This design comes from an exercise in tuning for small area on the open sky130 flow, not from production work.
RTL that was checked went through simulation tests only; none was proved equivalent to the original.
The RTL of run 3 was laid out without a check of its function.
No activity file was given, so power comes from the tool's default toggle rates.

### flow/standard.sh
#!/bin/bash
# synth_recipe.tcl (not shown) runs the flow's synth.tcl, then flattens the netlist and writes it again
# the make line also repeats each setting of config.mk as NAME=value (left out here)
make -C /OpenROAD-flow-scripts/flow DESIGN_CONFIG=/design/flow/config.mk WORK_HOME=/design/flow/orfs CLKGATE_MAP_FILE= SYNTH_SCRIPT=/design/flow/synth_recipe.tcl "${@:-finish}"
### flow/flow/run.sh
#!/bin/bash
# The standard layout (standard.sh), with these changes:
#  - clock tree synthesis adds no dummy loads;
#  - the ports are buffered with buf_1.
set -euo pipefail
cd "$(dirname "$0")/.."
rm -rf scripts_area
cp -r "$FLOW_HOME/scripts" scripts_area
cp flow/abc_area.script scripts_area/abc_area.script
export SCRIPTS_DIR="$PWD/scripts_area"
export CTS_ARGS="-sink_clustering_enable -repair_clock_nets -buf_list sky130_fd_sc_hd__clkbuf_8 -dont_use_dummy_load"
export BUFFER_PORTS_ARGS="-buffer_cell sky130_fd_sc_hd__buf_1"
bash standard.sh > standard_flow.log 2>&1
### flow/design.v
module mtm_Alu (
    input  wire clk,    
    input  wire rst_n,  
    input  wire sin,    
    output wire sout    
);
reg  [3:0]  bc;
reg  [3:0]  pc;
reg  [3:0]  lf;       
reg  [3:0]  M;
reg  [31:0] X;
reg  [31:0] H;        
wire busy  = pc[3] & pc[2];
wire pc8   = pc[3] & !pc[2];
wire bc10  = (bc == 4'd10);
wire ferr  = !busy && ((bc == 4'd1 && (pc8 ? !sin : sin)) || (bc10 && !sin));
wire pay   = !busy && bc >= 4'd2 && bc <= 4'd9;
reg         c8;
wire        arith = M[2];
wire        sub   = M[0];
wire [1:0]  ck    = {bc[3], bc[0]};                  
wire        ldc   = pay && pc8 && bc >= 4'd6;
reg  [7:0]  xa;
always @* begin
    case (ck)
        2'd0: xa = X[7:0];
        2'd1: xa = X[15:8];
        2'd2: xa = X[23:16];
        default: xa = X[31:24];
    endcase
end
wire [7:0]  ha    = H[7:0];
wire [7:0]  yb    = ha ^ {8{sub}};
wire [8:0]  cc;
wire [7:0]  sum;
assign cc[0] = (ck == 2'd0) ? sub : c8;
genvar gi;
generate for (gi = 0; gi < 8; gi = gi + 1) begin : rca
    assign sum[gi]  = xa[gi] ^ yb[gi] ^ cc[gi];
    assign cc[gi+1] = (xa[gi] & yb[gi]) | (xa[gi] & cc[gi]) | (yb[gi] & cc[gi]);
end endgenerate
wire [7:0]  R     = arith ? sum : (sub ? (xa | ha) : (xa & ha));
reg  [2:0] spc;
reg  [3:0] sbc;
reg  [2:0] oc;        
reg        z;        
wire spc4  = spc[2];
wire sidle = spc4 && bc10s;
wire bc10s = (sbc == 4'd10);
wire spay  = sbc >= 4'd2 && sbc <= 4'd9;
wire sdata = !spc4 && spay;
wire [1:0] cd = busy ? pc[1:0] : 2'd0;                
wire go    = spc4 && (bc10s || sbc == 4'd9) &&
             (cd[1] || (cd[0] && (!M[3] || M == 4'b1010 || M == 4'b1100)));
wire cy    = c8 ^ sub;
reg  obit;
always @* begin
    if (sbc == 4'd0) obit = 1'b0;
    else if (sbc == 4'd1) obit = spc4;
    else if (!spay) obit = 1'b1;
    else if (!spc4) obit = H[31];
    else if (sbc <= 4'd6) obit = M[3];
    else obit = oc[2];
end
assign sout = obit;
always @(posedge clk) begin
    if (!rst_n) begin
        bc <= 4'd0; pc <= 4'd0;
        spc <= 3'd4; sbc <= 4'd10;
    end else begin
        if (bc != 4'd0 || !sin) begin
            if (ferr) begin
                bc <= 4'd1; pc <= 4'd14;
            end else if (bc10) begin
                bc <= 4'd0;
                if (busy) pc <= 4'd0;
                else if (!pc8) pc <= pc + 4'd1;
                else if (lf == {{3{!M[3]}}, 1'b0}) begin pc <= 4'd13; bc <= 4'd9; end
                else begin pc <= 4'd15; bc <= 4'd1; end
            end else bc <= bc + 4'd1;
        end
        if (go) begin
            sbc <= 4'd14;
            spc <= (cd[1] || M[3] || M[1]) ? 3'd4 : 3'd0;
        end else if (!sidle) begin
            if (bc10s) begin
                sbc <= 4'd0;
                spc <= spc + 3'd1;
            end else sbc <= sbc + 4'd1;
        end
    end
end
wire        hsh = !ldc && ((pay && pc[3:2] == 2'b01) || sdata);
wire        hkp = !ldc && !hsh;
wire [31:0] Hn  = ({32{ldc}} & {R, H[31:8]}) | ({32{hsh}} & {H[30:0], sin}) | ({32{hkp}} & H);
reg  [3:0] Mg;        
reg        zg;
reg  [2:0] ocg;
always @* begin
    if (cd[1]) begin                                       
        Mg = cd[0] ? 4'b1010 : 4'b1100;
        zg = !cd[0];
        ocg = cd[0] ? 3'b111 : 3'b101;
    end else if (M[3]) begin                               
        Mg = M;
        zg = M[2];
        ocg = M[2] ? 3'b101 : 3'b111;
    end else if (M[1]) begin                               
        Mg = 4'b1001;
        zg = 1'b0;
        ocg = 3'b110;
    end else begin                                         
        Mg = {1'b0, arith && cy, arith && !cy && H[31], arith};
        zg = arith && (sub ? cy : H[31]);
        ocg = {H[31], 2'b00};
    end
end
wire       mrx  = !go && pay && pc8;
wire       mef  = mrx && !(!bc[3] && !(bc[2] && bc[1])) && M[3] &&
                  (sin != (bc == 4'd6 ? M[2] : bc == 4'd7 ? M[1] : bc == 4'd9));
wire       msh  = !go && ((mrx && bc <= 4'd5) || (!(pay && pc8) && spc4 && spay));
wire       mza  = !go && !(pay && pc8) && !(spc4 && spay) && sdata;
wire       mkp  = !go && !msh && !mef && !mza;
wire [3:0] Mn   = ({4{go}} & Mg) | ({4{msh}} & {M[2:0], mrx ? sin : z}) | {mef, 3'b000} |
                  ({4{mza}} & {M[3:1], M[0] && !H[31]}) | ({4{mkp}} & M);
wire       zn   = go ? zg : z;
wire       ocs  = !go && spay;
wire [2:0] ocn  = ({3{go}} & ocg) | ({3{ocs}} & ({oc[1:0], 1'b0} ^ ((oc[2] ^ obit) ? 3'b011 : 3'b000))) |
                  ({3{!go && !ocs}} & oc);
always @(posedge clk) begin
    if (pc == 4'd0 && bc < 4'd9)
        lf <= 4'd0;
    else if (pay) begin
        lf <= {lf[2:0], 1'b0} ^ (lf[3] ? 4'b0011 : 4'b0000) ^
              (sin ? ((pc == 4'd4 && bc <= 4'd8) ? 4'b1111 : 4'b0011) : 4'b0000);
    end
    M <= Mn;
    z <= zn;
    oc <= ocn;
    if (pay && pc[3:2] == 2'b00) X <= {X[30:0], sin};
    if (ldc) c8 <= cc[8];
    H <= Hn;
end
endmodule
### flow/flow/abc_area.script
strash
&get -n
&deepsyn -T 30
&put
dch -f
amap
### flow/constraint.sdc
create_clock -name core_clock -period 8.0 [get_ports {clk}]
set_input_delay 1.6000 -clock core_clock [delete_from_list [all_inputs] [get_ports {clk}]]
set_output_delay 1.6000 -clock core_clock [all_outputs]
set_load 0.01 [all_outputs]
### flow/config.mk
export PLATFORM = sky130hd
export DESIGN_NAME = mtm_Alu
export DESIGN_NICKNAME = mtm_Alu
export VERILOG_FILES = /design/flow/design.v
export SDC_FILE = /design/flow/constraint.sdc
export NUM_CORES = 4
export LEC_CHECK = 0
export ABC_AREA = 1
export CAP_MARGIN = 20
export CORE_MARGIN = 2
export CORE_UTILIZATION = 40
export CTS_BUF_LIST = sky130_fd_sc_hd__clkbuf_8
export SLEW_MARGIN = 20
==> summary.txt, run 1 <==
Run status - timing/DRC/antenna clean
Slew margin rel. - 0.504
Critical Path Start - M[0]
Buffer levels on the longest clock path - 2
Die Wd - 105 µm
Buffer type at the clock tree root - sky130_fd_sc_hd__clkbuf_8
Number of enable flip-flop cells after synthesis - 34
Portion of the post-synthesis area used by sequential elements - 0.530
Worst min path class - flip-flop to flip-flop
YS warnings - 1
Most common cell in the synthesized netlist - sky130_fd_sc_hd__clkinv_1
Routed len/inst - 16.1 µm
Antenna Diode Count - 0
Dpl hpwl - 6840 µm
Fraction of final layout cells sized beyond drive strength 1 - 0.0292
Initial core utilization - 0.406
Final global-route overflow total - 0
DRC - 0
Share of Yosys cell area claimed by the top area cell type - 0.282
Max-cap violation count - 0
Power per Cell Area - 307 nW/µm²
Post-cts gate resize count - 0
Average vias per placed instance - 5.79
Maximum number of pins on one net before global-route repair - 33
Total count of hold-check failures in the final report - 0
Synthesized net count - 444
Number of hold-repair buffers added at the cts stage - 0
Final count of pins violating max slew - 0
Final Setup Violations - 0
Share of the clock period used by the worst path - 0.645
Min Hold Slack - 0.457 ns
Net switching share of the total power - 0.356
Die extent in y - 105 µm
Summed instance area of the synthesized netlist - 4110 µm²
Number of cells on the worst hold path - 1
Total number of vias - 3365
Commonest cells in the synthesized netlist - sky130_fd_sc_hd__clkinv_1, sky130_fd_sc_hd__dfxtp_1, sky130_fd_sc_hd__nor2_1, sky130_fd_sc_hd__edfxtp_1, sky130_fd_sc_hd__nand2_1
Hold Path Origin - sbc[0]
Wire length reported by the detailed router - 9340 µm
Std-Cell Core Area - 10100 µm²
Cell Rows - 37
Via count of the first global-routing pass - 3074
DRC marker count from the first detailed-route iteration - 320
Timing-limited maximum frequency - 194 MHz
Worst Reg2Reg Path Length in Cells - 14
Critical Path RT - 8.22 ns
Total negative slack - 0 ns
Worst setup SP type - flip-flop
Worst Path Max Fanout - 20
I/O pin total - 4
Global Route Usage Sum - 0.176
Clock sink count - 92
Area of the multi-input gates - 1680 µm²
Global placement routability congestion - 0.873
Capturing element type of the critical path - flip-flop
Area grow syn2layout - 8.09%
First-pass GRT wire length - 15600 µm
Reg2Reg Launch Point - M[0]
First-pass iteration count of the detailed router - 5
Antenna violations before repair - 0
Worst supply voltage drop on vdd - 105 µV
Top area cells in the synthesized netlist - sky130_fd_sc_hd__dfxtp_1, sky130_fd_sc_hd__edfxtp_1, sky130_fd_sc_hd__clkinv_1
Setup repair after global routing missed its margin - false
Number of standard cells after synthesis - 430
Number of buffers inserted by post-CTS setup repair - 0
Final antenna-violating net count - 0
Average cell area after synthesis - 9.57 µm²
Critical path class - flip-flop to flip-flop
Seq cells post-synth - 92
Clk slew on worst S/H paths - 0.08 ns
Slew of the pin with the lowest slew margin - 0.741 ns
TritonCTS clock tree - done
Final worst path period need - 5.16 ns
Post-layout net count - 461
Data arrival time of the worst path - 5.38 ns
Post-synthesis async set-or-reset flop share - 0
Cell type contributing the most total cell area after synthesis - sky130_fd_sc_hd__dfxtp_1
Total leakage power - 0.00149 µW
Internal - 880 µW
Unique masters post-synth - 33
Clock Skew - 0.0193 ns
Number of port buffers - 3
Share of total power in sequential cells - 0.519
Dominant register cell in the synthesized netlist - sky130_fd_sc_hd__dfxtp_1
Fraction of power consumed by combinational cells - 0.303
Clk network pwr share - 0.177
Total die area - 11100 µm²
Switching pwr - 486 µW
CTS H-tree depth - 3
Area used by sequential logic in the layout - 2180 µm²
Total of fill cells in the finished design - 954
Clock insertion delay at the later pin of the skew report - 0.35 ns
Clock buffer count from CTS - 9
-- layout by cell type, fill, tap and decap left out, drive strengths merged, types with 8 or more instances in the layout --
cell	n
dfxtp	58
o22ai	26
clkinv	69
clkbuf	9
a222oi	11
nor2	57
a221oi	8
edfxtp	34
o221ai	15
o21ai	25
nor3	17
a21oi	24
nand2	27
-- metrics by stage --
step / util / setup slack, ns / instance area (µm²) / total power [µW] / cells
2_1_floorplan: - / 3.41 / 4110 / 1000 / 430
3_3_place_gp: 0.426 / 2.99 / 4320 / 1130 / 572
3_5_place_dp: 0.426 / 2.88 / 4320 / 1130 / 572
4_1_cts: 0.439 / 2.87 / 4450 / 1370 / 581
5_1_grt: 0.439 / 2.52 / 4450 / 1470 / 581
6_report: 0.439 / 2.84 / 4450 / 1370 / 581
-- kinds of logic (layout without fill, tap and decap cells) --
| kind of cell | after synthesis | after routing | synth area share |
|---|---|---|---|
| AOI/OAI and AO/OA | 145 | 145 | 0.246 |
| and+or+nand+nor | 113 | 113 | 0.115 |
| DFF | 92 | 92 | 0.530 |
| adders and majority gates | 11 | 11 | 0.0462 |
| buffers and inverters | 69 | 84 | 0.0630 |
-- final cells by class --
type,instances,share of cell area
timing repair buffer,6,0.00760
tap,136,0.0383
multi-input combinational,269,0.377
sequential,92,0.491
inverter,69,0.0582
clock buffer,9,0.0279
-- worst paths after layout --
check	end	slack [ns]
worst max register to register	H[31]	2.84
worst min register to register	sbc[0]	0.46
worst min-delay path	sbc[0]	0.46
worst max-delay path	H[31]	2.84
-- state kept, by name, summed over array words and instances, names as in the netlist --
name and count:
H 32, M 4, X 32, bc 4, c8 1, lf 4
oc 3, pc 4, sbc 4, spc 3, z 1
-- power by group through the flow --
stage	Combinational (µW)	Clock, µW	Sequential, µW
after floorplan	317	0	685
after global placement	408	0	719
after detailed placement	411	0	718
after CTS	413	250	709
after global routing	472	269	725
final	414	242	709
-- critical path: stages, from the launching register on --
cell	delay, ns
sky130_fd_sc_hd__dfxtp_1	0.74
sky130_fd_sc_hd__clkinv_1	0.60
sky130_fd_sc_hd__a21oi_1	0.33
sky130_fd_sc_hd__ha_1	0.19
sky130_fd_sc_hd__nor2_1	0.06
sky130_fd_sc_hd__fa_1	0.37
sky130_fd_sc_hd__fa_1	0.39
sky130_fd_sc_hd__fa_1	0.41
sky130_fd_sc_hd__fa_1	0.42
sky130_fd_sc_hd__fa_1	0.39
sky130_fd_sc_hd__fa_1	0.37
sky130_fd_sc_hd__clkinv_1	0.06
sky130_fd_sc_hd__fa_1	0.40
sky130_fd_sc_hd__a31oi_1	0.17
sky130_fd_sc_hd__o221ai_1	0.12
-- metal layers --
layer / routed length, µm / GRT usage / share of wire
met1: 4390 / 0.256 / 0.47
met2: 4090 / 0.260 / 0.44
met3: 708 / 0.0383 / 0.076
met4: 154 / 0.0571 / 0.016
met5: 0 / 0 / 0
==> run 2: changes to the inputs <==
--- a/flow/design.v
+++ b/flow/design.v
@@ -21,13 +21,5 @@
 wire [1:0]  ck    = {bc[3], bc[0]};                  
 wire        ldc   = pay && pc8 && bc >= 4'd6;
-reg  [7:0]  xa;
-always @* begin
-    case (ck)
-        2'd0: xa = X[7:0];
-        2'd1: xa = X[15:8];
-        2'd2: xa = X[23:16];
-        default: xa = X[31:24];
-    endcase
-end
+wire [7:0]  xa    = X[7:0];
 wire [7:0]  ha    = H[7:0];
 wire [7:0]  yb    = ha ^ {8{sub}};
@@ -91,4 +83,7 @@
     end
 end
+wire        xsh = !ldc && pay && pc[3:2] == 2'b00;
+wire        xkp = !ldc && !xsh;
+wire [31:0] Xn  = ({32{ldc}} & {X[7:0], X[31:8]}) | ({32{xsh}} & {X[30:0], sin}) | ({32{xkp}} & X);
 wire        hsh = !ldc && ((pay && pc[3:2] == 2'b01) || sdata);
 wire        hkp = !ldc && !hsh;
@@ -138,5 +133,5 @@
     z <= zn;
     oc <= ocn;
-    if (pay && pc[3:2] == 2'b00) X <= {X[30:0], sin};
+    X <= Xn;
     if (ldc) c8 <= cc[8];
     H <= Hn;
==> summary.txt, run 2 <==
Clock insertion delay at the later pin of the skew report - 0.37 ns (+0.02 ns)
Count of non-filler cells in the finished layout - 619 (+6.5%)
TritonCTS clock tree - done
Total negative slack - 0 ns (unchanged)
Number of port buffers - 3 (unchanged)
Post-synthesis async set-or-reset flop share - 0 (unchanged)
Worst setup SP type - flip-flop
Critical Path RT - 8.30 ns (+0.08 ns)
Share of the clock period used by the worst path - 0.635 (-0.00970)
Max-cap violation count - 0 (unchanged)
Worst supply voltage drop on vdd - 183 µV (+73%)
Critical path buffers and inverters - 3 (+1)
Buffer levels on the longest clock path - 2 (unchanged)
Dominant register cell in the synthesized netlist - sky130_fd_sc_hd__dfxtp_1
Synthesized net count - 484 (+9.0%)
Worst-case register-to-register setup slack - 2.92 ns (+0.08 ns)
Share of Yosys cell area claimed by the top area cell type - 0.441 (+0.159)
Cell Rows - 36 (-2.7%)
Critical path class - flip-flop to flip-flop
Crit-path most repeated cell - sky130_fd_sc_hd__fa_1
Worst min path class - flip-flop to flip-flop
Total leakage power - 0.00153 µW (+2.9%)
Average cell area after synthesis - 8.68 µm² (-9.2%)
Antenna Diode Count - 0 (unchanged)
Dpl hpwl - 6800 µm (-0.61%)
Slew of the pin with the lowest slew margin - 0.669 ns (-0.0722 ns)
Clock sink count - 92 (unchanged)
YS warnings - 1 (unchanged)
Most common cell after layout, fill and taps aside - sky130_fd_sc_hd__clkinv_1
Run status - timing/DRC/antenna clean
Buffer type at the clock tree root - sky130_fd_sc_hd__clkbuf_8
Average vias per placed instance - 5.87 (+1.4%)
I/O pin total - 4 (unchanged)
Die Wd - 105 µm (-0.38%)
Timing-limited maximum frequency - 197 MHz (+1.5%)
First-pass GRT wire length - 16500 µm (+5.6%)
Summed instance area of the synthesized netlist - 4080 µm² (-0.79%)
Final antenna-violating net count - 0 (unchanged)
Cell depth of the worst setup path - 15 (+1)
CTS H-tree depth - 3 (unchanged)
Setup Slack @ Placement - 2.89 ns (+0.0121 ns)
Cell type contributing the most total cell area after synthesis - sky130_fd_sc_hd__dfxtp_1
Setup repair after global routing missed its margin - false
Final global-route overflow total - 0 (unchanged)
Antenna violations before repair - 0 (unchanged)
Total count of hold-check failures in the final report - 0 (unchanged)
Via count of the first global-routing pass - 3352 (+9.0%)
Cell area after placement - 4300 µm² (-0.61%)
Number of standard cells after synthesis - 470 (+9.3%)
Number of enable flip-flop cells after synthesis - 2 (-94%)
Global Route Usage Sum - 0.186 (+0.00951)
Fraction of final layout cells sized beyond drive strength 1 - 0.0309 (+0.00165)
Portion of the post-synthesis area used by sequential elements - 0.456 (-0.0743)
Largest registers in the final layout - H (32), X (32)
Maximum number of pins on one net before global-route repair - 39 (+18%)
First-pass iteration count of the detailed router - 7 (+2)
Final Setup Violations - 0 (unchanged)
Capturing point of the worst reg2reg path - H[31]
Wire length reported by the detailed router - 9780 µm (+4.7%)
Power per Cell Area - 369 nW/µm² (+20%)
DRC - 0 (unchanged)
Critical Path Start - M[0]
DRC marker count from the first detailed-route iteration - 353 (+10%)
Worst Path Max Fanout - 21 (+5.0%)
Area grow syn2layout - 8.43%
Total power - 1630 µW (+20%)
Slew margin rel. - 0.551 (+0.0472)
Top area cells in the synthesized netlist - sky130_fd_sc_hd__dfxtp_1, sky130_fd_sc_hd__a222oi_1, sky130_fd_sc_hd__clkinv_1
Number of buffers inserted by post-CTS setup repair - 0 (unchanged)
Final worst path period need - 5.08 ns (-0.0776 ns)
Slowest library cell on the worst path - sky130_fd_sc_hd__dfxtp_1
Area of all placed cells without fillers - 4430 µm² (-0.48%)
Top library cells by usage in the layout, fill and taps aside - sky130_fd_sc_hd__clkinv_1, sky130_fd_sc_hd__dfxtp_1, sky130_fd_sc_hd__a222oi_1
Total number of vias - 3635 (+8.0%)
Std-Cell Core Area - 9820 µm² (-3.1%)
Capturing element type of the critical path - flip-flop
Reg2Reg Launch Point - M[0]
Clock buffer count from CTS - 9 (unchanged)
Routed len/inst - 15.8 µm (-1.7%)
Seq cells post-synth - 92 (unchanged)
Unique masters post-synth - 30 (-9.1%)
Post-layout net count - 502 (+8.9%)
Clock Skew - 0.0306 ns (+0.0113 ns)
Global placement routability congestion - 0.915 (+4.8%)
Commonest cells in the synthesized netlist - sky130_fd_sc_hd__clkinv_1, sky130_fd_sc_hd__dfxtp_1, sky130_fd_sc_hd__a222oi_1, sky130_fd_sc_hd__nor2_1, sky130_fd_sc_hd__o22ai_1
Total die area - 11000 µm² (-0.77%)
CP top delay family - adder cells
Initial core utilization - 0.416 (+0.00987)
Worst Reg2Reg Path Length in Cells - 15 (+1)
Number of hold-repair buffers added at the cts stage - 0 (unchanged)
Data arrival time of the worst path - 5.38 ns (about the same)
Placed cell count - 610 (+6.6%)
Series of cell instances along the critical path - clkinv_1 -> o22ai_1 -> fa_1 -> clkinv_1 -> fa_1 -> fa_1 -> fa_1 -> fa_1 -> fa_1 -> fa_1 -> clkinv_1 -> fa_1 -> nand3_1 -> o21ai_0 -> a211oi_1
Clk slew on worst S/H paths - 0.09 ns (about the same)
Post-cts gate resize count - 0 (unchanged)
Most common cell in the synthesized netlist - sky130_fd_sc_hd__clkinv_1
Final count of pins violating max slew - 0 (unchanged)
Die extent in y - 105 µm (-0.38%)
Final Worst Setup Slack - 2.92 ns (+0.0776 ns)
Worst stage delay on the critical path - 0.74 ns (about the same)
Worst setup path endpoint - H[31]
==> run 2: cell count changes after synthesis, sizes merged, moves of 13 or more <==
cell    before  now
edfxtp      34    2
a222oi      11   52
clkinv      69  108
nor2        57   44
o221ai      15    2
dfxtp       58   90
==> run 2: where the power goes <==
part | total (µW) | internal [µW] | switching (µW)
sequential | 776 | 624 | 152
clock | 242 | 101 | 141
combinational | 615 | 265 | 349
total | 1630 | 990 | 642
==> run 2: metal layers <==
layer / GRT usage / vias up / part of all wire
met3: 0.0437 / 17 / 0.067
met5: 0 / - / 0
met1: 0.247 / 1703 / 0.45
met2: 0.293 / 127 / 0.47
li1: - / 1788 / -
met4: 0.0686 / 0 / 0.013
==> run 2: cell families (layout without fill, tap and decap cells) <==
family	count (synthesis)	after routing	share of synthesized area
compound gates	157	157	0.288
fa+ha+maj	11	11	0.0484
buf+inv	108	124	0.0993
flops	92	92	0.456
simple gates	102	102	0.108
==> run 2: tightest hold or removal path: cells and delay by family, from the launching register on <==
family | cells | cell delay, ns
compound gates | 1 | 0.06
flops | 1 | 0.30
buf+inv | 1 | 0.06
==> run 2: stage by stage <==
stage	hold WS [ns]	utilization
3_3_place_gp	0.443	0.438
2_1_floorplan	0.422	-
4_1_cts	0.463	0.450
5_1_grt	0.481	0.451
6_report	0.460	0.451
3_5_place_dp	0.444	0.438
==> run 2: cell type report <==
cell class                 count  area, µm²
clock buffer                   9        124
fill                        1005       5390
inverter                     108        405
multi-input combinational    270       1830
sequential                    92       1860
tap                          133        166
timing repair buffer           7       41.3
==> run 2: worst min-delay path by stage <==
stage / slack (ns) / startpoint / to / cells past startpoint
floorplan: 0.42 / sbc[0] / sbc[0] / 1
global placement: 0.44 / X[31] / X[23] / 2
detailed placement: 0.44 / oc[1] / oc[2] / 2
CTS: 0.46 / H[11] / H[3] / 2
global route: 0.48 / H[20] / H[21] / 2
finish: 0.46 / H[11] / H[3] / 2
==> run 3: changes to the inputs <==
--- a/flow/design.v
+++ b/flow/design.v
@@ -36,5 +36,4 @@
 reg  [3:0] sbc;
 reg  [2:0] oc;        
-reg        z;        
 wire spc4  = spc[2];
 wire sidle = spc4 && bc10s;
@@ -117,7 +116,8 @@
 wire       mza  = !go && !(pay && pc8) && !(spc4 && spay) && sdata;
 wire       mkp  = !go && !msh && !mef && !mza;
-wire [3:0] Mn   = ({4{go}} & Mg) | ({4{msh}} & {M[2:0], mrx ? sin : z}) | {mef, 3'b000} |
+wire [3:0] Mn   = ({4{go}} & Mg) | ({4{msh}} & {M[2:0], mrx ? sin : c8}) | {mef, 3'b000} |
                   ({4{mza}} & {M[3:1], M[0] && !H[31]}) | ({4{mkp}} & M);
-wire       zn   = go ? zg : z;
+wire       c8k  = !go && !ldc;
+wire       c8n  = (go && zg) || (ldc && cc[8]) || (c8k && c8);
 wire       ocs  = !go && spay;
 wire [2:0] ocn  = ({3{go}} & ocg) | ({3{ocs}} & ({oc[1:0], 1'b0} ^ ((oc[2] ^ obit) ? 3'b011 : 3'b000))) |
@@ -131,8 +131,7 @@
     end
     M <= Mn;
-    z <= zn;
+    c8 <= c8n;
     oc <= ocn;
     X <= Xn;
-    if (ldc) c8 <= cc[8];
     H <= Hn;
 end
--- a/flow/flow/run.sh
+++ b/flow/flow/run.sh
@@ -9,5 +9,5 @@
 cp flow/abc_area.script scripts_area/abc_area.script
 export SCRIPTS_DIR="$PWD/scripts_area"
-export CTS_ARGS="-sink_clustering_enable -repair_clock_nets -buf_list sky130_fd_sc_hd__clkbuf_8 -dont_use_dummy_load"
+export CTS_ARGS="-repair_clock_nets -buf_list sky130_fd_sc_hd__clkbuf_8 -dont_use_dummy_load"
 export BUFFER_PORTS_ARGS="-buffer_cell sky130_fd_sc_hd__buf_1"
 bash standard.sh > standard_flow.log 2>&1
==> summary.txt, run 3 <==
Commonest cells in the synthesized netlist - sky130_fd_sc_hd__clkinv_1, sky130_fd_sc_hd__dfxtp_1, sky130_fd_sc_hd__nor2_1, sky130_fd_sc_hd__a222oi_1, sky130_fd_sc_hd__o21ai_0
Worst min path class - flip-flop to flip-flop
First-pass iteration count of the detailed router - 6 (-1)
Slowest library cell on the worst path - sky130_fd_sc_hd__dfxtp_1
Total of fill cells in the finished design - 970 (-3.5%)
Unique masters post-synth - 30 (unchanged)
Fraction of power consumed by combinational cells - 0.341 (-0.036)
Std-Cell Core Area - 9730 µm² (-0.92%)
Worst stage delay on the critical path - 0.70 ns (-0.04 ns)
Run status - timing/DRC/antenna clean
Post-cts gate resize count - 0 (unchanged)
Critical path class - flip-flop to flip-flop
Post-layout net count - 490 (-2.4%)
Die extent in y - 104 µm (-0.90%)
Critical Path RT - 8.22 ns (-0.08 ns)
Portion of the post-synthesis area used by sequential elements - 0.455 (-0.00130)
Top library cells by usage in the layout, fill and taps aside - sky130_fd_sc_hd__clkinv_1, sky130_fd_sc_hd__dfxtp_1, sky130_fd_sc_hd__a222oi_1
Net switching share of the total power - 0.380 (-0.0136)
Via count of the first global-routing pass - 3292 (-1.8%)
Final worst path period need - 5.11 ns (+0.0234 ns)
Worst supply voltage drop on vdd - 166 µV (-8.9%)
Slew of the pin with the lowest slew margin - 0.726 ns (+0.0576 ns)
Antenna violations before repair - 0 (unchanged)
Total leakage power - 0.00154 µW (+0.36%)
Die Wd - 104 µm (-0.90%)
Number of standard cells after synthesis - 458 (-2.6%)
Max-cap violation count - 0 (unchanged)
Clock insertion delay at the later pin of the skew report - 0.36 ns (about the same)
Worst setup SP type - flip-flop
Post-synthesis mux area share - 0 (unchanged)
Most common cell after layout, fill and taps aside - sky130_fd_sc_hd__clkinv_1
Share of the clock period used by the worst path - 0.638 (+0.00292)
Clk slew on worst S/H paths - 0.07 ns (-0.02 ns)
Slew margin rel. - 0.511 (-0.0407)
Global placement routability congestion - 0.912 (-0.36%)
Share of Yosys cell area claimed by the top area cell type - 0.455 (+0.0134)
Post-synthesis simple-gate area fraction - 0.102 (-0.00669)
First-pass GRT wire length - 16200 µm (-2.1%)
Summed instance area of the synthesized netlist - 4010 µm² (-1.9%)
Seq cells post-synth - 91 (-1.1%)
Final count of pins violating max slew - 0 (unchanged)
CTS H-tree depth - 3 (unchanged)
Fraction of the mapped netlist area in compound gates - 0.297 (+0.00892)
Post-synthesis async set-or-reset flop share - 0 (unchanged)
YS warnings - 1 (unchanged)
Clk network pwr share - 0.160 (+0.012)
Clock buffer count from CTS - 9 (unchanged)
Number of port buffers - 3 (unchanged)
Clock sink count - 91 (-1.1%)
Global Route Usage Sum - 0.181 (-0.00416)
Setup Slack @ Placement - 2.96 ns (+0.0772 ns)
Wire length reported by the detailed router - 9620 µm (-1.6%)
DRC marker count from the first detailed-route iteration - 428 (+21%)
Setup repair after global routing missed its margin - false
Number of hold-repair buffers added at the cts stage - 0 (unchanged)
Timing-limited maximum frequency - 196 MHz (-0.46%)
Total power - 1490 µW (-8.7%)
Share of total power in sequential cells - 0.500 (+0.025)
Placed cell count - 598 (-2.0%)
Number of buffers inserted by post-CTS setup repair - 0 (unchanged)
Capturing element type of the critical path - flip-flop
CP top delay family - adder cells
Main combinational cell family by area after synthesis - compound AO/OA/AOI/OAI gates
Final global-route overflow total - 0 (unchanged)
Buffer type at the clock tree root - sky130_fd_sc_hd__clkbuf_8
Power per Cell Area - 343 nW/µm² (-7.1%)
Most common cell in the synthesized netlist - sky130_fd_sc_hd__clkinv_1
Average vias per placed instance - 5.92 (+0.74%)
Worst Path Max Fanout - 18 (-14%)
Number of enable flip-flop cells after synthesis - 0 (-2)
Total number of vias - 3591 (-1.2%)
TritonCTS clock tree - done
Crit-path most repeated cell - sky130_fd_sc_hd__fa_1
Total die area - 10800 µm² (-1.8%)
Xor and xnor area share after synthesis - 0 (unchanged)
Final Worst Setup Slack - 2.89 ns (-0.0234 ns)
Cell type contributing the most total cell area after synthesis - sky130_fd_sc_hd__dfxtp_1
Adder-cell area share of the yosys netlist - 0.0494 (+0.000923)
Internal - 924 µW (-6.6%)
Data arrival time of the worst path - 5.32 ns (-0.06 ns)
Cell Rows - 36 (unchanged)
Maximum number of pins on one net before global-route repair - 65 (+67%)
Initial core utilization - 0.412 (-0.00400)
Dpl hpwl - 6740 µm (-0.85%)
Total negative slack - 0 ns (unchanged)
Average cell area after synthesis - 8.74 µm² (+0.70%)
Finished Core Util - 0.447 (-0.00367)
Largest registers in the final layout - H (32), X (32)
Critical path buffers and inverters - 2 (-1)
Final antenna-violating net count - 0 (unchanged)
Synthesized net count - 472 (-2.5%)
Series of cell instances along the critical path - clkinv_1 -> o22ai_1 -> fa_1 -> clkinv_1 -> fa_1 -> fa_1 -> fa_1 -> fa_1 -> fa_1 -> fa_1 -> fa_1 -> a32oi_1 -> o211ai_1
Total count of hold-check failures in the final report - 0 (unchanged)
Antenna Diode Count - 0 (unchanged)
Final Setup Violations - 0 (unchanged)
I/O pin total - 4 (unchanged)
Top area cells in the synthesized netlist - sky130_fd_sc_hd__dfxtp_1, sky130_fd_sc_hd__a222oi_1, sky130_fd_sc_hd__clkinv_1
Dominant register cell in the synthesized netlist - sky130_fd_sc_hd__dfxtp_1
Area grow syn2layout - 8.59%
Clock Skew - 0.0298 ns (-0.000844 ns)
Routed len/inst - 15.9 µm (+0.33%)
DRC - 0 (unchanged)
Count of non-filler cells in the finished layout - 607 (-1.9%)
Switching pwr - 566 µW (-12%)
Fraction of final layout cells sized beyond drive strength 1 - 0.0338 (+0.00289)
Buffer levels on the longest clock path - 2 (unchanged)
[run 3: cell types whose count changed after synthesis, moves of 4 or more]
cell | previous run | this run
sky130_fd_sc_hd__o22ai_1 | 30 | 18
sky130_fd_sc_hd__nand3_1 | 6 | 1
sky130_fd_sc_hd__clkinv_1 | 108 | 104
sky130_fd_sc_hd__nor2_1 | 44 | 57
sky130_fd_sc_hd__a21oi_1 | 27 | 19
sky130_fd_sc_hd__nor3_1 | 27 | 14
sky130_fd_sc_hd__o221ai_1 | 2 | 12
sky130_fd_sc_hd__a211oi_1 | 7 | 3
sky130_fd_sc_hd__o21ai_0 | 17 | 23
sky130_fd_sc_hd__a32oi_1 | 0 | 4
[run 3: power groups by stage]
stage	sequential (µW)	clock (µW)	combinational, µW
6_report	745	238	508
5_1_grt	768	264	575
4_1_cts	744	248	506
3_5_place_dp	754	0	503
3_3_place_gp	752	0	489
2_1_floorplan	707	0	398
[run 3: metrics by stage]
| stage | hold slack (ns) | cell area (µm²) |
|---|---|---|
| after floorplan | 0.436 | 4010 |
| after global placement | 0.449 | 4220 |
| after detailed placement | 0.449 | 4220 |
| after CTS | 0.461 | 4340 |
| after global routing | 0.486 | 4350 |
| final | 0.462 | 4350 |
[run 3: worst min-delay path: stages, from the launching register on]
cell	delay [ns]
sky130_fd_sc_hd__dfxtp_1	0.30
sky130_fd_sc_hd__clkinv_1	0.05
sky130_fd_sc_hd__a221oi_1	0.07
[run 3: final timing paths]
kind | start | to | slack, ns | cells after the start
max reg2reg | M[0] | H[31] | 2.89 | 13
min | oc[1] | oc[2] | 0.46 | 2
min reg2reg | oc[1] | oc[2] | 0.46 | 2
max | M[0] | H[31] | 2.89 | 13
[run 3: cell families after synthesis]
kind of cell    after synthesis
simple gates                 99
compound gates              153
flops                        91
buf+inv                     104
fa+ha+maj                    11
[run 3: cell type report]
type	instances	area [µm²]	area share
multi-input cells	263	1810	0.415
clock buffers	9	124	0.0285
repair buffers	7	41.3	0.00949
inverters	104	390	0.0898
well taps	133	166	0.0383
flip-flops and latches	91	1820	0.419
[run 3: routing by layer]
layer / track usage / wire, µm
met3: 0.0445 / 497
met4: 0.0666 / 197
met5: 0 / 0
met2: 0.281 / 4510
met1: 0.246 / 4420
==> run 4: changes to the inputs <==
--- a/flow/design.v
+++ b/flow/design.v
@@ -115,6 +115,6 @@
 wire       msh  = !go && ((mrx && bc <= 4'd5) || (!(pay && pc8) && spc4 && spay));
 wire       mza  = !go && !(pay && pc8) && !(spc4 && spay) && sdata;
-wire       mkp  = !go && !msh && !mef && !mza;
-wire [3:0] Mn   = ({4{go}} & Mg) | ({4{msh}} & {M[2:0], mrx ? sin : c8}) | {mef, 3'b000} |
+wire       mkp  = !go && !msh && !mza;
+wire [3:0] Mn   = ({4{go}} & Mg) | ({4{msh}} & {M[2:0], mrx ? sin : c8}) | {3'b000, mef} |
                   ({4{mza}} & {M[3:1], M[0] && !H[31]}) | ({4{mkp}} & M);
 wire       c8k  = !go && !ldc;
--- a/flow/flow/run.sh
+++ b/flow/flow/run.sh
@@ -9,5 +9,5 @@
 cp flow/abc_area.script scripts_area/abc_area.script
 export SCRIPTS_DIR="$PWD/scripts_area"
-export CTS_ARGS="-repair_clock_nets -buf_list sky130_fd_sc_hd__clkbuf_8 -dont_use_dummy_load"
+export CTS_ARGS="-sink_clustering_enable -repair_clock_nets -buf_list sky130_fd_sc_hd__clkbuf_8 -dont_use_dummy_load"
 export BUFFER_PORTS_ARGS="-buffer_cell sky130_fd_sc_hd__buf_1"
 bash standard.sh > standard_flow.log 2>&1
==> flow/flow/abc_area.script (replaced) <==
strash
&get -n
&deepsyn -J 500
&put
dch -f
amap
==> summary.txt, run 4 <==
Area of all placed cells without fillers - 4360 µm² (+0.20%)
Reg2Reg Launch Point - M[0]
Share of total power in sequential cells - 0.511 (+0.011)
Share of Yosys cell area claimed by the top area cell type - 0.454 (-0.000993)
Slew margin rel. - 0.559 (+0.0486)
Worst-case register-to-register setup slack - 3.02 ns (+0.13 ns)
Cell type contributing the most total cell area after synthesis - sky130_fd_sc_hd__dfxtp_1
Total die area - 10900 µm² (+0.20%)
Top area cells in the synthesized netlist - sky130_fd_sc_hd__dfxtp_1, sky130_fd_sc_hd__a222oi_1, sky130_fd_sc_hd__clkinv_1
Slew of the pin with the lowest slew margin - 0.660 ns (-0.0669 ns)
Post-synthesis async set-or-reset flop share - 0 (unchanged)
Dominant register cell in the synthesized netlist - sky130_fd_sc_hd__dfxtp_1
Final antenna-violating net count - 0 (unchanged)
Largest registers in the final layout - H (32), X (32)
Clock insertion delay at the later pin of the skew report - 0.36 ns (about the same)
Global placement routability congestion - 0.824 (-9.7%)
Number of enable flip-flop cells after synthesis - 0 (unchanged)
Area grow syn2layout - 8.57% (about the same)
Data arrival time of the worst path - 5.23 ns (-0.09 ns)
Number of port buffers - 3 (unchanged)
Via count of the first global-routing pass - 3243 (-1.5%)
Fraction of final layout cells sized beyond drive strength 1 - 0.0316 (-0.00218)
DRC marker count from the first detailed-route iteration - 344 (-20%)
Post-cts gate resize count - 0 (unchanged)
Top library cells by usage in the layout, fill and taps aside - sky130_fd_sc_hd__clkinv_1, sky130_fd_sc_hd__dfxtp_1, sky130_fd_sc_hd__nor2_1, sky130_fd_sc_hd__a222oi_1, sky130_fd_sc_hd__o21ai_0
Routed len/inst - 15.7 µm (-0.68%)
Clock sink count - 91 (unchanged)
Synthesized net count - 473 (+0.21%)
Hold Path Origin - oc[1]
Seq cells post-synth - 91 (unchanged)
Most common cell in the synthesized netlist - sky130_fd_sc_hd__clkinv_1
Worst Path Max Fanout - 19 (+1)
Buffer levels on the longest clock path - 2 (unchanged)
Cell area after placement - 4230 µm² (+0.21%)
CTS H-tree depth - 3 (unchanged)
Summed instance area of the synthesized netlist - 4010 µm² (+0.22%)
Internal - 854 µW (-7.7%)
Final Setup Violations - 0 (unchanged)
Total count of hold-check failures in the final report - 0 (unchanged)
Most common cell after layout, fill and taps aside - sky130_fd_sc_hd__clkinv_1
TritonCTS clock tree - done
Final global-route overflow total - 0 (unchanged)
Share of the clock period used by the worst path - 0.623 (-0.0156)
Average vias per placed instance - 5.87 (-0.86%)
First-pass iteration count of the detailed router - 6 (unchanged)
Min Hold Slack - 0.464 ns (+0.00200 ns)
Clk slew on worst S/H paths - 0.08 ns (about the same)
Net switching share of the total power - 0.381 (+0.00127)
Timing-limited maximum frequency - 201 MHz (+2.5%)
Unique masters post-synth - 32 (+6.7%)
Clock Skew - 0.0286 ns (-0.00119 ns)
Dpl hpwl - 6650 µm (-1.5%)
Final count of pins violating max slew - 0 (unchanged)
Final worst path period need - 4.98 ns (-0.125 ns)
Global Route Usage Sum - 0.179 (-0.00204)
Number of standard cells after synthesis - 459 (+0.22%)
Setup Slack @ Placement - 3.03 ns (+0.0603 ns)
Average cell area after synthesis - 8.74 µm² (about the same)
Worst min path class - flip-flop to flip-flop
Switching pwr - 526 µW (-7.2%)
Portion of the post-synthesis area used by sequential elements - 0.454 (-0.000993)
Critical Path RT - 8.24 ns (+0.02 ns)
Clock buffer count from CTS - 9 (unchanged)
Cell Rows - 36 (unchanged)
Max-cap violation count - 0 (unchanged)
Antenna Diode Count - 0 (unchanged)
I/O pin total - 4 (unchanged)
First-pass GRT wire length - 15900 µm (-1.5%)
YS warnings - 1 (unchanged)
Run status - timing/DRC/antenna clean
Worst setup SP type - flip-flop
Antenna violations before repair - 0 (unchanged)
Capturing element type of the critical path - flip-flop
Worst supply voltage drop on vdd - 125 µV (-25%)
Total leakage power - 0.00153 µW (-0.96%)
Maximum number of pins on one net before global-route repair - 44 (-32%)
Clk network pwr share - 0.175 (+0.015)
Die Wd - 104 µm (+0.10%)
DRC - 0 (unchanged)
Critical Path Start - M[0]
Total negative slack - 0 ns (unchanged)
Finished Core Util - 0.446 (-0.00116)
Total number of vias - 3566 (-0.70%)
Number of hold-repair buffers added at the cts stage - 0 (unchanged)
Setup repair after global routing missed its margin - false
Wire length reported by the detailed router - 9570 µm (-0.52%)
Die extent in y - 104 µm (+0.10%)
Power per Cell Area - 316 nW/µm² (-7.7%)
Number of buffers inserted by post-CTS setup repair - 0 (unchanged)
Fraction of power consumed by combinational cells - 0.314 (-0.027)
Commonest cells in the synthesized netlist - sky130_fd_sc_hd__clkinv_1, sky130_fd_sc_hd__dfxtp_1, sky130_fd_sc_hd__nor2_1, sky130_fd_sc_hd__a222oi_1, sky130_fd_sc_hd__o21ai_0
Std-Cell Core Area - 9770 µm² (+0.46%)
Initial core utilization - 0.411 (-0.00100)
Critical path class - flip-flop to flip-flop
Buffer type at the clock tree root - sky130_fd_sc_hd__clkbuf_8
Final Worst Setup Slack - 3.02 ns (+0.125 ns)
Post-layout net count - 491 (+0.20%)
## run 4: changes by cell type in the layout (fill, tap and decap cells not counted), sizes merged, moves of 5 or more
cell and delta:
nor2 -8, o221ai -8, a222oi -7, o22ai +6, a22oi +5, clkinv -5
o32ai +5
## run 4: power by group through the flow
stage	Sequential [µW]	Combinational [µW]	Clock [µW]
floorplan	665	352	0
global route	724	496	265
global placement	711	422	0
CTS	703	431	248
finish	705	433	242
detailed placement	713	429	0
## run 4: layer usage
metal,GRT usage,share of wire
met1,0.265,0.49
met2,0.269,0.44
met3,0.0244,0.061
met4,0.0598,0.011
met5,0,0
## run 4: cell type report
type / count / area [µm²]
Tap cell: 133 / 166
Multi-Input combinational cell: 269 / 1830
Inverter: 99 / 372
Timing Repair Buffer: 7 / 41.3
Clock buffer: 9 / 124
Fill cell: 987 / 5420
Sequential cell: 91 / 1820
## run 4: final timing paths
check | endpoint | cells after the start
worst max-delay path | H[31] | 13
worst min register to register | oc[2] | 2
worst max register to register | H[31] | 13
worst min-delay path | oc[2] | 2
## run 4: kinds of logic after synthesis
family | count (synthesis) | synth area share
buf+inv | 99 | 0.0926
simple gates | 100 | 0.107
flops | 91 | 0.454
compound gates | 158 | 0.298
fa+ha+maj | 11 | 0.0493
## run 4: worst max-delay path: stages (launching register included)
cell,delay (ns)
sky130_fd_sc_hd__dfxtp_1,0.70
sky130_fd_sc_hd__clkinv_1,0.51
sky130_fd_sc_hd__o22ai_1,0.34
sky130_fd_sc_hd__fa_1,0.21
sky130_fd_sc_hd__clkinv_1,0.07
sky130_fd_sc_hd__fa_1,0.38
sky130_fd_sc_hd__fa_1,0.39
sky130_fd_sc_hd__fa_1,0.40
sky130_fd_sc_hd__fa_1,0.39
sky130_fd_sc_hd__fa_1,0.40
sky130_fd_sc_hd__fa_1,0.39
sky130_fd_sc_hd__fa_1,0.45
sky130_fd_sc_hd__o22ai_1,0.19
sky130_fd_sc_hd__nor2_1,0.05
## run 4: stage by stage
step                cells  total power, µW
floorplan             459             1020
global placement      599             1130
detailed placement    599             1140
CTS                   608             1380
global route          608             1490
finish                608             1380
==> run 5: changes to the inputs <==
==> flow/flow/abc_area.script (replaced) <==
strash
&get -n
&deepsyn -J 500
&put
dch -f
amap -F 6 -A 16
==> summary.txt, run 5 <==
Commonest cells in the synthesized netlist - sky130_fd_sc_hd__clkinv_1, sky130_fd_sc_hd__dfxtp_1, sky130_fd_sc_hd__nor2_1, sky130_fd_sc_hd__a222oi_1, sky130_fd_sc_hd__o21ai_0
Post-synthesis simple-gate area fraction - 0.0966 (-0.00999)
Largest registers in the final layout - H (32), X (32)
Share of the clock period used by the worst path - 0.669 (+0.0468)
First-pass GRT wire length - 16200 µm (+1.6%)
Final antenna-violating net count - 0 (unchanged)
Slew of the pin with the lowest slew margin - 0.670 ns (+0.0106 ns)
Average cell area after synthesis - 8.70 µm² (-0.52%)
Clock sink count - 91 (unchanged)
Cell depth of the worst setup path - 13 (unchanged)
Post-layout net count - 495 (+0.81%)
Top area cells in the synthesized netlist - sky130_fd_sc_hd__dfxtp_1, sky130_fd_sc_hd__a222oi_1, sky130_fd_sc_hd__clkinv_1
DRC marker count from the first detailed-route iteration - 344 (unchanged)
Min Hold Slack - 0.471 ns (+0.00689 ns)
Worst min path class - flip-flop to flip-flop
Portion of the post-synthesis area used by sequential elements - 0.452 (-0.00155)
Post-cts gate resize count - 0 (unchanged)
Most common cell in the synthesized netlist - sky130_fd_sc_hd__clkinv_1
Seq cells post-synth - 91 (unchanged)
Max-cap violation count - 0 (unchanged)
Routed len/inst - 15.7 µm (-0.47%)
Die Wd - 104 µm (+0.17%)
Clock buffer count from CTS - 9 (unchanged)
Total count of hold-check failures in the final report - 0 (unchanged)
Top library cells by usage in the layout, fill and taps aside - sky130_fd_sc_hd__clkinv_1, sky130_fd_sc_hd__dfxtp_1, sky130_fd_sc_hd__nor2_1
Initial core utilization - 0.412 (+0.00141)
Buffer levels on the longest clock path - 2 (unchanged)
Global placement routability congestion - 0.805 (-2.3%)
Synthesized net count - 477 (+0.85%)
Area grow syn2layout - 8.54% (about the same)
Adder-cell area share of the yosys netlist - 0.0491 (-0.000168)
Post-synthesis async set-or-reset flop share - 0 (unchanged)
Die extent in y - 104 µm (+0.17%)
Clock insertion delay at the later pin of the skew report - 0.35 ns (about the same)
Worst Path Max Fanout - 21 (+2)
I/O pin total - 4 (unchanged)
Summed instance area of the synthesized netlist - 4030 µm² (+0.34%)
Slew margin rel. - 0.553 (-0.00605)
Net switching share of the total power - 0.383 (+0.00190)
Clk network pwr share - 0.165 (-0.010)
Fraction of the mapped netlist area in compound gates - 0.310 (+0.0120)
Wire length reported by the detailed router - 9590 µm (+0.19%)
Main combinational cell family by area after synthesis - compound AO/OA/AOI/OAI gates
Xor and xnor area share after synthesis - 0 (unchanged)
Switching pwr - 554 µW (+5.3%)
Std-Cell Core Area - 9770 µm² (unchanged)
Worst supply voltage drop on vdd - 107 µV (-14%)
Cell Rows - 36 (unchanged)
Fraction of power consumed by combinational cells - 0.348 (+0.034)
Power per Cell Area - 331 nW/µm² (+4.5%)
Critical path class - flip-flop to flip-flop
Final worst path period need - 5.36 ns (+0.374 ns)
Unique masters post-synth - 27 (-16%)
Run status - timing/DRC/antenna clean
Clock Skew - 0.0236 ns (-0.00496 ns)
Setup repair after global routing missed its margin - false
Worst stage delay on the critical path - 0.72 ns (+0.02 ns)
Internal - 892 µW (+4.5%)
Number of port buffers - 3 (unchanged)
Number of standard cells after synthesis - 463 (+0.87%)
Data arrival time of the worst path - 5.59 ns (+0.36 ns)
Cell area after placement - 4240 µm² (+0.33%)
Via count of the first global-routing pass - 3305 (+1.9%)
Crit-path most repeated cell - sky130_fd_sc_hd__fa_1
CP top delay family - adder cells
Number of enable flip-flop cells after synthesis - 0 (unchanged)
Total power - 1450 µW (+4.8%)
Cell type contributing the most total cell area after synthesis - sky130_fd_sc_hd__dfxtp_1
YS warnings - 1 (unchanged)
Global Route Usage Sum - 0.180 (+0.000960)
Worst setup SP type - flip-flop
Critical path buffers and inverters - 2 (unchanged)
Number of hold-repair buffers added at the cts stage - 0 (unchanged)
Total leakage power - 0.00152 µW (-0.52%)
Average vias per placed instance - 5.91 (+0.71%)
Clk slew on worst S/H paths - 0.08 ns (about the same)
Fraction of final layout cells sized beyond drive strength 1 - 0.0313 (-0.000264)
Final global-route overflow total - 0 (unchanged)
Timing-limited maximum frequency - 187 MHz (-7.0%)
Total negative slack - 0 ns (unchanged)
Total number of vias - 3615 (+1.4%)
Critical Path RT - 8.24 ns (about the same)
DRC - 0 (unchanged)
Post-synthesis mux area share - 0 (unchanged)
Share of total power in sequential cells - 0.487 (-0.024)
Dpl hpwl - 6620 µm (-0.41%)
Slowest library cell on the worst path - sky130_fd_sc_hd__dfxtp_1
Final Setup Violations - 0 (unchanged)
Share of Yosys cell area claimed by the top area cell type - 0.452 (-0.00155)
Capturing element type of the critical path - flip-flop
Dominant register cell in the synthesized netlist - sky130_fd_sc_hd__dfxtp_1
Buffer type at the clock tree root - sky130_fd_sc_hd__clkbuf_8
Total die area - 10900 µm² (+0.34%)
Number of cells on the worst hold path - 2 (unchanged)
TritonCTS clock tree - done
Worst Reg2Reg Path Length in Cells - 13 (unchanged)
Maximum number of pins on one net before global-route repair - 55 (+25%)
Series of cell instances along the critical path - clkinv_1 -> o22ai_1 -> fa_1 -> clkinv_1 -> fa_1 -> fa_1 -> fa_1 -> fa_1 -> fa_1 -> fa_1 -> fa_1 -> o22ai_1 -> a221oi_1
Antenna violations before repair - 0 (unchanged)
Final count of pins violating max slew - 0 (unchanged)
Area of all placed cells without fillers - 4370 µm² (+0.32%)
Number of buffers inserted by post-CTS setup repair - 0 (unchanged)
Antenna Diode Count - 0 (unchanged)
Most common cell after layout, fill and taps aside - sky130_fd_sc_hd__clkinv_1
First-pass iteration count of the detailed router - 6 (unchanged)
CTS H-tree depth - 3 (unchanged)
run 5: worst min-delay path, delay by kind of cell, from the launching register on:
family / cells / cell delay (ns)
flip-flops: 1 / 0.30
buffers and inverters: 1 / 0.05
AO/OA/AOI/OAI: 1 / 0.07
run 5: logic make-up after synthesis:
group,after synthesis
compound gates,168
fa+ha+maj,11
buf+inv,99
flops,91
simple gates,94
run 5: path summary, 6_finish.rpt:
kind	start	endpoint	slack, ns
worst max-delay path	M[0]	H[31]	2.64
worst min-delay path	oc[1]	oc[2]	0.47
worst max register to register	M[0]	H[31]	2.64
worst min register to register	oc[1]	oc[2]	0.47
run 5: cell type report:
type                    instances  area (µm²)
flip-flops and latches         91        1820
fillers                       992        5400
well taps                     133         166
inverters                      99         372
multi-input cells             273        1850
clock buffers                   9         124
repair buffers                  7        41.3
run 5: per-stage QoR:
| stage | setup slack (ns) | utilization | cells |
|---|---|---|---|
| finish | 2.64 | 0.447 | 612 |
| global route | 2.29 | 0.447 | 612 |
| CTS | 2.69 | 0.447 | 612 |
| detailed placement | 2.70 | 0.434 | 603 |
| global placement | 2.89 | 0.434 | 603 |
| floorplan | 3.30 | - | 463 |
run 5: power groups by stage:
stage / sequential (µW) / clock, µW / combinational (µW)
after global routing: 726 / 264 / 577
after CTS: 704 / 250 / 501
after detailed placement: 714 / 0 / 499
after global placement: 711 / 0 / 490
final: 704 / 239 / 503
after floorplan: 668 / 0 / 399
run 5: per-layer routing:
layer,up-vias,share of wire,track usage
met5,-,0,0
met4,0,0.010,0.0627
met3,9,0.036,0.0244
met2,84,0.45,0.268
met1,1750,0.51,0.267
li1,1772,-,-
==> run 6: changes to the inputs <==
--- a/flow/design.v
+++ b/flow/design.v
@@ -84,5 +84,5 @@
 wire        xsh = !ldc && pay && pc[3:2] == 2'b00;
 wire        xkp = !ldc && !xsh;
-wire [31:0] Xn  = ({32{ldc}} & {X[7:0], X[31:8]}) | ({32{xsh}} & {X[30:0], sin}) | ({32{xkp}} & X);
+wire [23:0] Xl  = ({24{ldc}} & X[31:8]) | ({24{xsh}} & {X[22:0], sin}) | ({24{xkp}} & X[23:0]);
 wire        hsh = !ldc && ((pay && pc[3:2] == 2'b01) || sdata);
 wire        hkp = !ldc && !hsh;
@@ -133,5 +133,6 @@
     c8 <= c8n;
     oc <= ocn;
-    X <= Xn;
+    X[23:0] <= Xl;
+    if (xsh) X[31:24] <= X[30:23];
     H <= Hn;
 end
--- a/flow/config.mk
+++ b/flow/config.mk
@@ -11,3 +11,5 @@
 export CORE_UTILIZATION = 40
 export CTS_BUF_LIST = sky130_fd_sc_hd__clkbuf_8
+export GPL_ROUTABILITY_DRIVEN = 0
+export GPL_TIMING_DRIVEN = 0
 export SLEW_MARGIN = 20
==> summary.txt, run 6 <==
Number of hold-repair buffers added at the cts stage - 0 (unchanged)
Data arrival time of the worst path - 5.69 ns (+0.10 ns)
Die Wd - 103 µm (-0.87%)
YS warnings - 1 (unchanged)
Adder-cell area share of the yosys netlist - 0.0500 (+0.000901)
Final global-route overflow total - 0 (unchanged)
Most common cell after layout, fill and taps aside - sky130_fd_sc_hd__clkinv_1
Fraction of the mapped netlist area in compound gates - 0.299 (-0.0105)
Post-cts gate resize count - 0 (unchanged)
Number of port buffers - 3 (unchanged)
Final worst path period need - 5.47 ns (+0.115 ns)
First-pass GRT wire length - 15600 µm (-3.8%)
Top library cells by usage in the layout, fill and taps aside - sky130_fd_sc_hd__clkinv_1, sky130_fd_sc_hd__dfxtp_1, sky130_fd_sc_hd__a222oi_1
Summed instance area of the synthesized netlist - 3960 µm² (-1.8%)
Finished Core Util - 0.447 (-0.000620)
TritonCTS clock tree - done
Capturing element type of the critical path - flip-flop
Top area cells in the synthesized netlist - sky130_fd_sc_hd__dfxtp_1, sky130_fd_sc_hd__a222oi_1, sky130_fd_sc_hd__clkinv_1
Total number of vias - 3412 (-5.6%)
Buffer type at the clock tree root - sky130_fd_sc_hd__clkbuf_8
Clock insertion delay at the later pin of the skew report - 0.37 ns (+0.02 ns)
Slew of the pin with the lowest slew margin - 0.890 ns (+0.220 ns)
I/O pin total - 4 (unchanged)
Unique masters post-synth - 30 (+11%)
Total count of hold-check failures in the final report - 0 (unchanged)
Global Route Usage Sum - 0.185 (+0.00450)
Post-synthesis simple-gate area fraction - 0.0750 (-0.0216)
Via count of the first global-routing pass - 3110 (-5.9%)
Post-synthesis mux area share - 0 (unchanged)
Commonest cells in the synthesized netlist - sky130_fd_sc_hd__clkinv_1, sky130_fd_sc_hd__dfxtp_1, sky130_fd_sc_hd__a222oi_1, sky130_fd_sc_hd__o21ai_0, sky130_fd_sc_hd__nor2_1
Total die area - 10700 µm² (-1.7%)
Post-layout net count - 463 (-6.5%)
Total leakage power - 0.00149 µW (-1.9%)
Dpl hpwl - 6490 µm (-2.0%)
Routed len/inst - 16.0 µm (+2.1%)
Number of buffers inserted by post-CTS setup repair - 0 (unchanged)
Wire length reported by the detailed router - 9280 µm (-3.2%)
Number of enable flip-flop cells after synthesis - 8 (+8)
Final antenna-violating net count - 0 (unchanged)
Fraction of final layout cells sized beyond drive strength 1 - 0.0358 (+0.00448)
Post-synthesis async set-or-reset flop share - 0 (unchanged)
Total of fill cells in the finished design - 945 (-4.7%)
Total negative slack - 0 ns (unchanged)
Std-Cell Core Area - 9680 µm² (-0.92%)
Worst supply voltage drop on vdd - 154 µV (+43%)
Power per Cell Area - 347 nW/µm² (+4.9%)
Most common cell in the synthesized netlist - sky130_fd_sc_hd__clkinv_1
Largest registers in the final layout - H (32), X (32)
Cell Rows - 36 (unchanged)
Initial core utilization - 0.408 (-0.00366)
Crit-path most repeated cell - sky130_fd_sc_hd__fa_1
Antenna Diode Count - 0 (unchanged)
Main combinational cell family by area after synthesis - compound AO/OA/AOI/OAI gates
Slowest library cell on the worst path - sky130_fd_sc_hd__dfxtp_1
Clock sink count - 91 (unchanged)
Cell type contributing the most total cell area after synthesis - sky130_fd_sc_hd__dfxtp_1
Final Setup Violations - 0 (unchanged)
Xor and xnor area share after synthesis - 0 (unchanged)
Timing-limited maximum frequency - 183 MHz (-2.1%)
Average vias per placed instance - 5.88 (-0.41%)
Dominant register cell in the synthesized netlist - sky130_fd_sc_hd__dfxtp_1
Worst Path Max Fanout - 24 (+14%)
First-pass iteration count of the detailed router - 7 (+1)
Clk slew on worst S/H paths - 0.11 ns (+0.03 ns)
Clock Skew - 0.0373 ns (+0.0136 ns)
Setup repair after global routing missed its margin - false
CTS H-tree depth - 3 (unchanged)
Antenna violations before repair - 0 (unchanged)
Worst setup SP type - flip-flop
Maximum number of pins on one net before global-route repair - 33 (-40%)
Area grow syn2layout - 9.36%
Buffer levels on the longest clock path - 2 (unchanged)
Area of all placed cells without fillers - 4330 µm² (-1.1%)
Seq cells post-synth - 91 (unchanged)
Critical Path RT - 8.22 ns (-0.02 ns)
Portion of the post-synthesis area used by sequential elements - 0.481 (+0.0285)
Cell area after placement - 4200 µm² (-0.97%)
Average cell area after synthesis - 9.16 µm² (+5.2%)
Max-cap violation count - 0 (unchanged)
Worst min path class - flip-flop to flip-flop
Area of the multi-input gates - 1700 µm² (-7.9%)
Clock buffer count from CTS - 9 (unchanged)
Critical path class - flip-flop to flip-flop
Area used by sequential logic in the layout - 1900 µm² (+4.4%)
Share of the clock period used by the worst path - 0.684 (+0.0144)
Slew margin rel. - 0.406 (-0.147)
Total power - 1500 µW (+3.8%)
DRC - 0 (unchanged)
Die extent in y - 103 µm (-0.87%)
Series of cell instances along the critical path - clkinv_1 -> o22ai_1 -> fa_1 -> clkinv_1 -> fa_1 -> fa_1 -> fa_1 -> fa_1 -> fa_1 -> fa_1 -> fa_1 -> a222oi_1 -> o21ai_0
DRC marker count from the first detailed-route iteration - 337 (-2.0%)
Number of standard cells after synthesis - 432 (-6.7%)
Final count of pins violating max slew - 0 (unchanged)
Run status - timing/DRC/antenna clean
Synthesized net count - 446 (-6.5%)
Worst stage delay on the critical path - 0.82 ns (+0.10 ns)
Share of Yosys cell area claimed by the top area cell type - 0.420 (-0.0322)
==> run 6: logic make-up (layout without fill, tap and decap cells) <==
logic type,Yosys count,count (layout)
AO/OA/AOI/OAI,161,161
buffers and inverters,100,115
flip-flops,91,91
AND/OR/NAND/NOR,69,69
adder cells (fa/ha/maj),11,11
==> run 6: cell type report <==
type | instances | area share
timing repair buffer | 6 | 0.0133
sequential | 91 | 0.440
inverter | 100 | 0.0868
tap | 133 | 0.0385
clock buffer | 9 | 0.0286
multi-input combinational | 241 | 0.393
==> run 6: path summary, 6_finish.rpt <==
kind,from,to,slack [ns],cells after the start
min,X[28],X[29],0.45,0
max reg2reg,M[0],H[31],2.53,13
min reg2reg,X[28],X[29],0.45,0
max,M[0],H[31],2.53,13
==> run 6: metal layers <==
| metal | vias to the layer above | global-route usage | wire (µm) |
|---|---|---|---|
| li1 | 1671 | - | - |
| met1 | 1629 | 0.275 | 4440 |
| met2 | 103 | 0.272 | 4240 |
| met3 | 9 | 0.0282 | 514 |
| met4 | 0 | 0.0668 | 83 |
| met5 | - | 0 | 0 |
==> run 6: metrics by stage <==
step / instances / setup slack (ns) / hold WS (ns)
detailed placement: 571 / 2.55 / 0.437
floorplan: 432 / 3.28 / 0.423
global placement: 568 / 1.17 / 0.439
global route: 580 / 2.19 / 0.473
CTS: 580 / 2.56 / 0.459
finish: 580 / 2.53 / 0.453
==> run 6: critical path: cells and delay by family (launching register included) <==
kind | cells | cell delay, ns
buffers and inverters | 2 | 0.71
AOI/OAI and AO/OA | 3 | 0.71
DFF | 1 | 0.82
adders and majority gates | 8 | 3.10
==> run 6: where the power goes <==
part,leakage [µW],internal [µW],switching (µW)
clock,0.0000647,101,140
combinational,0.000667,226,275
sequential,0.000758,615,143
==> run 7: changes to the inputs <==
--- a/flow/config.mk
+++ b/flow/config.mk
@@ -11,5 +11,4 @@
 export CORE_UTILIZATION = 40
 export CTS_BUF_LIST = sky130_fd_sc_hd__clkbuf_8
-export GPL_ROUTABILITY_DRIVEN = 0
 export GPL_TIMING_DRIVEN = 0
 export SLEW_MARGIN = 20
==> summary.txt, run 7 <==
Final worst path period need - 5.47 ns (unchanged)
Worst Path Max Fanout - 24 (unchanged)
Power per Cell Area - 347 nW/µm² (unchanged)
Final Setup Violations - 0 (unchanged)
Capturing point of the worst reg2reg path - H[31]
Cell type contributing the most total cell area after synthesis - sky130_fd_sc_hd__dfxtp_1
Critical path buffers and inverters - 2 (unchanged)
TritonCTS clock tree - done
Setup Slack @ Placement - 2.55 ns (unchanged)
Worst setup SP type - flip-flop
Global placement routability congestion - 0.874
Switching pwr - 558 µW (unchanged)
Worst Reg2Reg Path Length in Cells - 13 (unchanged)
Share of the clock period used by the worst path - 0.684 (unchanged)
Share of total power in sequential cells - 0.505 (about the same)
Most common cell after layout, fill and taps aside - sky130_fd_sc_hd__clkinv_1
Slew margin rel. - 0.406 (unchanged)
Seq cells post-synth - 91 (unchanged)
Finished Core Util - 0.447 (unchanged)
Share of Yosys cell area claimed by the top area cell type - 0.420 (unchanged)
Critical path class - flip-flop to flip-flop
Final global-route overflow total - 0 (unchanged)
Crit-path most repeated cell - sky130_fd_sc_hd__fa_1
Internal - 942 µW (unchanged)
Maximum number of pins on one net before global-route repair - 33 (unchanged)
Worst supply voltage drop on vdd - 154 µV (unchanged)
Clock sink count - 91 (unchanged)
Antenna violations before repair - 0 (unchanged)
Portion of the post-synthesis area used by sequential elements - 0.481 (unchanged)
Std-Cell Core Area - 9680 µm² (unchanged)
Number of enable flip-flop cells after synthesis - 8 (unchanged)
Clock Skew - 0.0373 ns (unchanged)
Total die area - 10700 µm² (unchanged)
Max-cap violation count - 0 (unchanged)
Clock insertion delay at the later pin of the skew report - 0.37 ns (about the same)
Routed len/inst - 16.0 µm (unchanged)
Run status - timing/DRC/antenna clean
First-pass iteration count of the detailed router - 7 (unchanged)
Largest registers in the final layout - H (32), X (32)
Fraction of final layout cells sized beyond drive strength 1 - 0.0358 (unchanged)
Number of buffers inserted by post-CTS setup repair - 0 (unchanged)
Capturing element type of the critical path - flip-flop
Critical Path RT - 8.22 ns (about the same)
Buffer type at the clock tree root - sky130_fd_sc_hd__clkbuf_8
Timing-limited maximum frequency - 183 MHz (unchanged)
Slew of the pin with the lowest slew margin - 0.890 ns (unchanged)
Dpl hpwl - 6490 µm (unchanged)
Number of hold-repair buffers added at the cts stage - 0 (unchanged)
Cell depth of the worst setup path - 13 (unchanged)
DRC - 0 (unchanged)
Initial core utilization - 0.408 (unchanged)
Number of standard cells after synthesis - 432 (unchanged)
Antenna Diode Count - 0 (unchanged)
Unique masters post-synth - 30 (unchanged)
Clk slew on worst S/H paths - 0.11 ns (about the same)
I/O pin total - 4 (unchanged)
Summed instance area of the synthesized netlist - 3960 µm² (unchanged)
Placed cell count - 571 (unchanged)
Cell Rows - 36 (unchanged)
Most common cell in the synthesized netlist - sky130_fd_sc_hd__clkinv_1
First-pass GRT wire length - 15600 µm (unchanged)
DRC marker count from the first detailed-route iteration - 337 (unchanged)
Data arrival time of the worst path - 5.69 ns (about the same)
Post-layout net count - 463 (unchanged)
Clock buffer count from CTS - 9 (unchanged)
Total leakage power - 0.00149 µW (unchanged)
Die extent in y - 103 µm (unchanged)
Clk network pwr share - 0.161 (about the same)
Post-synthesis async set-or-reset flop share - 0 (unchanged)
Setup repair after global routing missed its margin - false
Worst stage delay on the critical path - 0.82 ns (about the same)
Via count of the first global-routing pass - 3110 (unchanged)
Commonest cells in the synthesized netlist - sky130_fd_sc_hd__clkinv_1, sky130_fd_sc_hd__dfxtp_1, sky130_fd_sc_hd__a222oi_1, sky130_fd_sc_hd__o21ai_0, sky130_fd_sc_hd__nor2_1
Number of port buffers - 3 (unchanged)
Final count of pins violating max slew - 0 (unchanged)
Post-cts gate resize count - 0 (unchanged)
CP top delay family - adder cells
Worst min path class - flip-flop to flip-flop
Total number of vias - 3412 (unchanged)
Worst-case register-to-register setup slack - 2.53 ns (about the same)
Count of non-filler cells in the finished layout - 580 (unchanged)
Area grow syn2layout - 9.36% (unchanged)
Wire length reported by the detailed router - 9280 µm (unchanged)
CTS H-tree depth - 3 (unchanged)
Average cell area after synthesis - 9.16 µm² (unchanged)
Total count of hold-check failures in the final report - 0 (unchanged)
Worst setup path endpoint - H[31]
Final Worst Setup Slack - 2.53 ns (unchanged)
Total negative slack - 0 ns (unchanged)
Net switching share of the total power - 0.372 (unchanged)
Dominant register cell in the synthesized netlist - sky130_fd_sc_hd__dfxtp_1
Average vias per placed instance - 5.88 (unchanged)
Die Wd - 103 µm (unchanged)
Reg2Reg Launch Point - M[0]
Synthesized net count - 446 (unchanged)
Top area cells in the synthesized netlist - sky130_fd_sc_hd__dfxtp_1, sky130_fd_sc_hd__a222oi_1, sky130_fd_sc_hd__clkinv_1
Fraction of power consumed by combinational cells - 0.334 (about the same)
YS warnings - 1 (unchanged)
Series of cell instances along the critical path - clkinv_1 -> o22ai_1 -> fa_1 -> clkinv_1 -> fa_1 -> fa_1 -> fa_1 -> fa_1 -> fa_1 -> fa_1 -> fa_1 -> a222oi_1 -> o21ai_0
Top library cells by usage in the layout, fill and taps aside - sky130_fd_sc_hd__clkinv_1, sky130_fd_sc_hd__dfxtp_1, sky130_fd_sc_hd__a222oi_1
Slowest library cell on the worst path - sky130_fd_sc_hd__dfxtp_1
Buffer levels on the longest clock path - 2 (unchanged)
Global Route Usage Sum - 0.185 (unchanged)
Final antenna-violating net count - 0 (unchanged)
Critical Path Start - M[0]
==> run 7: cell counts in the layout (fill, tap and decap cells not counted) <==
Identical to the previous run, type by type.
==> run 7: stage by stage <==
stage	power, µW	cell area, µm²	hold WS, ns
2_1_floorplan	1120	3960	0.423
3_3_place_gp	1250	4130	0.439
3_5_place_dp	1270	4200	0.437
4_1_cts	1510	4330	0.459
5_1_grt	1620	4330	0.473
6_report	1500	4330	0.453
==> run 7: final cells by class <==
cell class,count,area (µm²)
fill,945,5360
multi-input combinational,241,1700
clock buffer,9,124
tap,133,166
sequential,91,1900
timing repair buffer,6,57.6
inverter,100,375
==> run 7: routing by layer <==
layer / track usage / part of all wire / up-vias
li1: - / - / 1671
met1: 0.275 / 0.48 / 1629
met4: 0.0668 / 0.0089 / 0
met5: 0 / 0 / -
met3: 0.0282 / 0.055 / 9
met2: 0.272 / 0.46 / 103
==> run 7: how the worst min path moves through the flow <==
stage	startpoint	end	slack, ns	cells after the start
6_report	X[28]	X[29]	0.45	0
5_1_grt	X[24]	X[25]	0.47	0
4_1_cts	X[28]	X[29]	0.46	0
3_5_place_dp	X[27]	X[28]	0.44	0
3_3_place_gp	sbc[0]	sbc[0]	0.44	1
2_1_floorplan	sbc[0]	sbc[0]	0.42	1
==> run 7: logic make-up (layout without fill, tap and decap cells) <==
group	count (synthesis)	after routing	share of synthesized area
buf+inv	100	115	0.0949
simple gates	69	69	0.0750
compound gates	161	161	0.299
flops	91	91	0.481
fa+ha+maj	11	11	0.0500
==> run 7: power groups by stage <==
stage | Sequential [µW] | Combinational [µW] | Clock, µW
after global placement | 764 | 482 | 0
after CTS | 759 | 501 | 247
after global routing | 783 | 574 | 266
after detailed placement | 768 | 500 | 0
after floorplan | 720 | 403 | 0
final | 758 | 501 | 241
